Context: an optimization exercise on an open-source flow, tuned for small area and a short achievable clock period. The choices shown serve that exercise and are no tape-out recipe. In this exercise RTL edits were held to simulation tests only and were not proved equivalent to the original.

## flow/design.v (module list and top-level ports; edited modules follow where they fit)
// module det_4x4: 6309 lines
// module det_fa: 4 lines
// module det_ha: 4 lines
module det_4x4(
    input clk,
    input [127:0] A,
    output reg signed [7:0] det,
    output reg overflow_flag
);
  // ...
==> flow/flow/run.sh <==
#!/bin/bash
# The standard layout (the standard.sh, unchanged ORFS steps), with two
# optimisation settings passed to ORFS through the environment:
#  - the timing repair steps aim for a larger setup slack than the default,
#    so repair_timing sizes and buffers the slow high-fanout nets;
#  - the port buffers that buffer_ports inserts on every input and output are
#    buf_4 cells instead of the delay-cell buffer it picks by default.
set -euo pipefail
export SETUP_SLACK_MARGIN=23.5
export BUFFER_PORTS_ARGS="-buffer_cell sky130_fd_sc_hd__buf_4"
bash standard.sh > standard_make.log 2>&1
==> flow/standard.sh <==
#!/bin/bash
# synth_recipe.tcl (not shown) runs the flow's synth.tcl, then flattens the netlist and writes it again
# the make line also repeats each setting of config.mk as NAME=value (left out here)
make -C /OpenROAD-flow-scripts/flow DESIGN_CONFIG=/design/flow/config.mk WORK_HOME=/design/flow/orfs CLKGATE_MAP_FILE= SYNTH_SCRIPT=/design/flow/synth_recipe.tcl "${@:-finish}"
==> flow/config.mk <==
export PLATFORM = sky130hd
export DESIGN_NAME = det_4x4
export DESIGN_NICKNAME = det_4x4
export VERILOG_FILES = /design/flow/design.v
export SDC_FILE = /design/flow/constraint.sdc
export NUM_CORES = 4
export LEC_CHECK = 0
export ABC_AREA = 1
export CAP_MARGIN = 20
export CORE_MARGIN = 2
export CORE_UTILIZATION = 55
export PLACE_DENSITY = 0.7
export SLEW_MARGIN = 20
export SYNTH_HIERARCHICAL = 1
export SYNTH_MINIMUM_KEEP_SIZE = 0
==> flow/constraint.sdc <==
create_clock -name core_clock -period 45.0 [get_ports {clk}]
set_input_delay 9.0000 -clock core_clock [delete_from_list [all_inputs] [get_ports {clk}]]
set_output_delay 9.0000 -clock core_clock [all_outputs]
set_load 0.01 [all_outputs]
==> results.cfg, run 1 <==
[worst_setup_path]
crit_family = adder cells
crit_arrival_ps = 21400
endpoint = overflow_flag

[die]
initial_utilization = 0.556
die_area_sq_um = 136000

[status]
status = no timing/DRC/antenna violations

[placed_design]
dpl_worst_slack_ps = 22470
port_buffers = 137

[route]
remaining_drc_errors = 0
drt_iter0_markers = 11369
top_layer_used = met5

[cells_and_area]
layout_common_cells = nand2_1 (2,412), fa_1 (1,462), xor2_1 (1,172)
clock_buffers = 4
finalNetCount = 11134
fillCellCount = 12384
syn2layout_area_growth_pct = 4.10

[yosys]
ys_seq_area_frac = 0.00246
synth-compound-area-share = 0.125
synth_top_cell_area_share = 0.401
synth-seq-cells = 9
synth_cell_type_count = 51
synth.avg_cell_area_sq_um = 7.75
synth_top_family_by_area = adder cells

[sta]
slew_headroom = 0.226
final.period_utilization = 0.473

[grt]
grt_overflow = 0
antenna_found_initial = 13

[hold_path]
min_path_cells = 1

[clock_tree]
clkTransAtPathRegs_ps = 60
==> run 2, diff against run 1 <==
--- a/flow/flow/run.sh
+++ b/flow/flow/run.sh
@@ -8,3 +8,3 @@
 set -euo pipefail
-export SETUP_SLACK_MARGIN=23.5
+export SETUP_SLACK_MARGIN=24
 export BUFFER_PORTS_ARGS="-buffer_cell sky130_fd_sc_hd__buf_4"
==> run 2 against run 1 <==
Maximum frequency is 2.3% higher. Worst hold slack worse by 4.4 ps. Count of clock-buffer cells in the layout stayed put. Highest routed layer unchanged.
==> results.cfg, run 2 <==
[cells_and_area]
top_regs = det (8), overflow_flag (1)
layout_common_cells = nand2_1 (2,391), fa_1 (1,459), xor2_1 (1,165)
top_register = det
largest_reg_flops = 8
drive_gt1_frac = 0.0806
fin_area_sq_um = 77200
fin_cells = 11051
fillCellCount = 12293
finalNetCount = 11173
syn2layout_area_growth_pct = 5.33
final_common_cell = nand2_1

[hold_path]
holdCritPathClass = reg2out
hold_path_end = det[1]
min_path_cells = 1
worstHoldStart = det[1]

[worst_setup_path]
critPathSlowestCell = ha_1
crit_fanout = 20
cp.required_ps = 45130
cp-end-kind = register
critPathLaunchType = input pin
worst_path_most_repeated_cell = fa_1
crit_start = A[9]
crit_path_max_incr_delay_ps = 920
crit_arrival_ps = 20910
path_class = in2reg

[grt]
grt_usage = 0.519
antenna_found_initial = 13
grt_pass1_wl_mm = 507
grt_pass1_vias = 71503
grt_start_max_net_pins = 31
grt_overflow = 0

[die]
fp.dieW_um = 369
die_h_um = 369
die_area_sq_um = 136000
fp-row-count = 133
coreArea_sq_um = 132000
ios = 138
initial_utilization = 0.556

[placed_design]
dp.final_hpwl_mm = 293
dp.cells = 10963
gp_congestion = 1.13
dpl_worst_slack_ps = 22470
port_buffers = 137
placed_area_sq_um = 75400

[yosys]
synth_edf_count = 0
synth-seq-cells = 9
netlist_area_sq_um = 73300
syn_nets = 11339
synthTopCellsByCount = nand2_1 (2,447), fa_1 (1,469), xor2_1 (1,181)
ys_async_sr_fraction = 0
synth_cells = 9456
yosys.area.top_type = fa_1
ys_seq_area_frac = 0.00246
synth_warnings = 7
synth.avg_cell_area_sq_um = 7.75
synthFlopType = dfxtp_1
synth_top_cell_area_share = 0.401
synthTopCellsByArea = fa_1 (40%), xor2_1 (14%), nand2_1 (13%)
post-synth-top-count-cell = nand2_1
synth_cell_type_count = 51

[job]
cap_violations = 0

[sta]
final.setup.tns_ps = 0
setup_violations = 0
drv_slew = 0
grt_setup_unrepaired = no
fin_ws_ps = 24210
period_needed_ps = 20790
final.period_utilization = 0.462
final-hold-violation-count = 0
max_freq_ghz = 0.0481
worst_pin_slew_ps = 1190
slew_headroom = 0.201

[route]
final_antenna_net_count = 0
vias = 74618
drt_iter0_markers = 11403
dr.pass1.iters = 9
remaining_drc_errors = 0
viasPerCell = 6.75
routedWlPerCell_um = 32.5
finalWirelength_mm = 360

[clock_tree]
htreeDepth = 1
numCtsBuffers = 3
hold_buffers = 0
tritoncts = done
clkSinkCount = 9
cts.path.max_buffers = 2
cts_root_buf = clkbuf_16
clkTransAtPathRegs_ps = 60

[status]
status = no timing/DRC/antenna violations
run 2: cell counts after synthesis:
Identical to the previous run, type by type.
run 2: modules after synthesis (local to each module, per instance):
module   area, sq um  cells
det_4x4        43300   7935
det_ha          12.5      1
det_fa          20.0      1
run 2: kinds of logic after synthesis:
group	after synthesis	share of synthesized area
flip-flops	9	0.00246
AND/OR/NAND/NOR	3517	0.198
AO/OA/AOI/OAI	1523	0.125
adder cells (fa/ha/maj)	1754	0.450
XOR/XNOR	1214	0.146
buffers and inverters	1439	0.0787
run 2: worst max path at each step:
stage / to / depth (start not counted)
5_1_grt: overflow_flag / 37
6_report: overflow_flag / 32
4_1_cts: overflow_flag / 39
3_5_place_dp: overflow_flag / 43
3_3_place_gp: overflow_flag / 43
2_1_floorplan: overflow_flag / 38
run 2: area by class of cell:
type / count / area, sq um / share of cell area
Inverter: 896 / 3690 / 0.0478
Sequential cell: 9 / 180 / 0.00233
Antenna cell: 7 / 17.5 / 0.000227
Tap cell: 1755 / 2200 / 0.0285
Timing Repair Buffer: 368 / 2900 / 0.0375
Timing Repair inverter: 4 / 22.5 / 0.000292
Multi-Input combinational cell: 8008 / 68100 / 0.882
Clock buffer: 4 / 78.8 / 0.00102
run 2: critical path: cells and delay by family:
| kind | cells | cell delay (ps) |
|---|---|---|
| AOI/OAI and AO/OA | 2 | 690 |
| buffers and inverters | 3 | 1090 |
| xor gates and xnor gates | 3 | 410 |
| and+or+nand+nor | 5 | 1100 |
| adders and majority gates | 19 | 8580 |
run 2: what timing repair did:
item                       4_1_cts  5_1_grt
gates resized for setup        141      199
setup endpoints to repair        1        1
setup buffers                   31       41
gates cloned                     3        2
pin swaps                        3        4
run 2: per-layer routing:
layer / vias up / part of all wire / track usage
met2: 6464 / 0.40 / 0.738
met1: 36129 / 0.35 / 0.645
li1: 30414 / - / -
met4: 18 / 0.085 / 0.324
met5: - / 0.00078 / 0.00997
met3: 1593 / 0.17 / 0.223
run 2: stage by stage:
step | utilization | hold WS (ps)
after global placement | 0.572 | 9390
after global routing | 0.586 | 9670
after floorplan | - | 9300
final | 0.586 | 9660
after CTS | 0.577 | 9660
after detailed placement | 0.572 | 9390

## re-timing with driven ports
The flow's constraints put no driver on any port. The routed layouts listed below were extracted and timed again, unchanged, in two steps.
Step 1 assumes that a clkbuf_16 drives the clock port and a buf_2 every other input.
Step 2 times the ports against the registers' clock, not the clock port: input delays grow and output delays shrink by t, the midpoint of the rising clock arrivals with the driver on.
a / b / c = ideal ports / drivers / drivers and shift; a / b = the first two.
| run | shift t [ns] | slack for setup (ns) | worst slew at a driven data input, ns |
|---|---|---|---|
| run 1 | 0.283 | 23.728 / 23.703 / 23.420 | 0.17 |
| run 2 | 0.281 | 24.213 / 24.156 / 23.875 | 0.17 |
After both steps every run listed still meets setup and hold. For run 2, which loses most, drivers alone change the setup slack by -0.057 ns; drivers and shift together by -0.338 ns.
